This design comes from an exercise in tuning for small area and a short achievable clock period on the open sky130 flow, not from production work. The RTL was checked by simulation tests, not by an equivalence proof against the original design.

Design KF6845, start of the top module:
module KF6845 (
    input   logic           clock,
    input   logic           video_clock_enable,
    input   logic           reset,
    input   logic           CS_N,
    input   logic           RS,
    input   logic           ENABLE,
    input   logic           R_OR_W,
    input   logic   [7:0]   D_IN,
    output  logic   [7:0]   D_OUT,
    input   logic           LPSTB,
    output  logic           CURSOR,
    output  logic           HSYNC,
    output  logic           VSYNC,
    output  logic   [4:0]   RA,
    output  logic   [13:0]  MA,
    output  logic           DE
);
Size in the first run: roughly 260 flip-flops, ~47 I/O pins, roughly 0.013 sq mm of cells after synthesis.
export LEC_CHECK = 0
export ABC_AREA = 1
export CAP_MARGIN = 20
export CORE_MARGIN = 2
export CORE_UTILIZATION = 60
export PLACE_DENSITY = 0.75
export SETUP_SLACK_MARGIN = 2.05
export SLEW_MARGIN = 20
create_clock -name core_clock -period 4.0 [get_ports {clock}]
standard.sh (not shown) runs the stock make flow with config.mk's settings and CLKGATE_MAP_FILE= SYNTH_SCRIPT=/design/flow/synth_recipe.tcl, a recipe that flattens the netlist after the stock synthesis.
==> flow/flow/run.sh <==
#!/bin/bash
set -euo pipefail
export BUFFER_PORTS_ARGS="-buffer_cell sky130_fd_sc_hd__buf_4"
export CTS_ARGS="-sink_clustering_enable -repair_clock_nets -sink_clustering_size 16 -sink_clustering_max_diameter 60 -buf_list sky130_fd_sc_hd__clkbuf_8 -dont_use_dummy_load"
bash standard.sh finish > flow_make.log 2>&1
The first run passed the timing, DRC and antenna checks.
Edit:
--- a/flow/design.v
+++ b/flow/design.v
@@ -221,18 +221,19 @@
             if (write_maximum_scan_line_register)
                 maximum_scan_line       <= internal_data_bus[4:0];
         end
     end
     logic   [4:0]   scan_line_counter;
     logic   [6:0]   character_row_counter;
     logic           interlace_video;     
     logic           odd_or_even;
     logic           Vadjust;
+    logic           ra_base;
     logic   [3:0]   Vsync_counter;
     logic           Vsync_odd;
     logic           Vsync_even;
     logic           scan_line_match;
     logic           adjust_match;
     logic           adjust_match_m1;
     logic           row_match;
     logic           adjust_zero;     
     always_ff @(posedge clock, posedge reset) begin
@@ -304,19 +305,19 @@
     wire    vsync_start     = Scanline_End_at & (V_total_at ? vsp_zero : vsp_inc);
     always_ff @(posedge clock, posedge reset) begin
         if (reset) begin
             scan_line_counter       <= 5'h00;
             character_row_counter   <= 7'h00;
             interlace_video         <= 1'b0;
             odd_or_even             <= 1'b1;
             Vadjust                 <= 1'b0;
             V_Display               <= 1'b0;
-            RA                      <= 5'h00;
+            ra_base                 <= 1'b0;
             Vsync_counter           <= 4'h0;
             Vsync_odd               <= 1'b0;
             Vsync_even              <= 1'b0;
         end
         else begin
             V_Display               <= video_clock_enable ? v_display_event : v_display_hold;
             if (video_clock_enable) begin
                 if (V_total_at)
                     character_row_counter   <= 7'h00;
@@ -327,40 +328,41 @@
                     odd_or_even         <= ~interlace_mode[0] | ~odd_or_even;
                 end
                 if (V_total_at)
                     Vadjust             <= 1'b0;
                 else if (Scanline_End_at & row_match)
                     Vadjust             <= 1'b1;
                 if (Horizontal) begin
                     if (v_total_match | scan_line_match) begin
                         scan_line_counter   <= 5'h00;
-                        RA                  <= {4'h0, interlace_video & odd_or_even};
+                        ra_base             <= interlace_video & odd_or_even;
                     end
                     else begin
                         scan_line_counter   <= scan_line_counter + 5'h01;
-                        RA                  <= RA + {3'h0, interlace_video, ~interlace_video};
                     end
                     if (vsync_start) begin
                         Vsync_odd           <= 1'b1;
                         Vsync_counter       <= 4'h0;
                     end
                     else begin
                         if (&Vsync_counter)
                             Vsync_odd       <= 1'b0;
                         Vsync_counter       <= Vsync_counter + 4'h1;
                     end
                 end
                 if (Horizontal_Half)
                     Vsync_even          <= Vsync_odd;
             end
         end
     end
     assign  VSYNC   = odd_or_even ? Vsync_odd : Vsync_even;
+    assign  RA      = interlace_video ? {scan_line_counter[3:0], ra_base}
+                                   : scan_line_counter + {4'h0, ra_base};
 endmodule
 module KF6845_Linear_Address_Generator (
     input   logic           clock,
     input   logic           video_clock_enable,
     input   logic           reset,
     input   logic   [7:0]   internal_data_bus,
     input   logic           write_start_address_h_register,
     input   logic           write_start_address_l_register,
     input   logic           Horizontal,
@@ -608,26 +610,24 @@
     always_comb begin
         case (address)
             5'h0E:   read_data  = {2'b00, cursor_address[13:8]};
             5'h0F:   read_data  = cursor_address[7:0];
             5'h10:   read_data  = {2'b00, next_light_pen[13:8]};
             5'h11:   read_data  = next_light_pen[7:0];
             default: read_data  = 8'hFF;
         endcase
     end
-    logic   [7:0]   D_OUT_n;
     always_ff @(posedge clock, posedge reset) begin
         if (reset)
-            D_OUT_n <= 8'h00;
+            D_OUT   <= 8'hFF;
         else
-            D_OUT_n <= read_next ? ~read_data : 8'h00;
+            D_OUT   <= read_next ? read_data : 8'hFF;
     end
-    assign  D_OUT   = ~D_OUT_n;
     always_ff @(posedge clock, posedge reset) begin
         if (reset) begin
             CURSOR  <= 1'b0;
             HSYNC   <= 1'b0;
             VSYNC   <= 1'b0;
             RA      <= 5'h0;
             MA      <= 14'h0;
             DE      <= 1'b0;
         end
Outcome: Fmax goes down by a few percent. Synthesized cell count goes up by a few percent. Wire length came out higher slightly. Clock skew rises by 0.030 ns. Sequential cell count decreases by 4. Die area came out lower slightly. Global-route usage goes down by 0.45 points. Non-clock buffer count fell by 5.

port drivers added, routing unchanged:
Ports are ideal in the flow. The routed layouts listed here were re-timed in OpenROAD. Step 1 sets driving cells, clkbuf_16 on the clock port and buf_2 on the other inputs (assumed; they add their load-dependent delay and slew). Step 2 also shifts input and output timing later by t, the mid clock arrival at the registers, as if the neighbouring blocks saw the same clock. a / b / c = no drivers / after step 1 / after step 2; a / b = the first two.
run | shift t [ns] | setup WS [ns] | worst setup path at the end
the first run | 0.574 | 2.091 / 2.051 / 1.602 | input to register
the second run | 0.590 | 1.984 / 1.937 / 1.624 | input to register
After both steps every run listed still meets setup and hold. The setup slack of the first run, which loses most, moves by -0.040 ns with the drivers and by -0.489 ns with both steps.
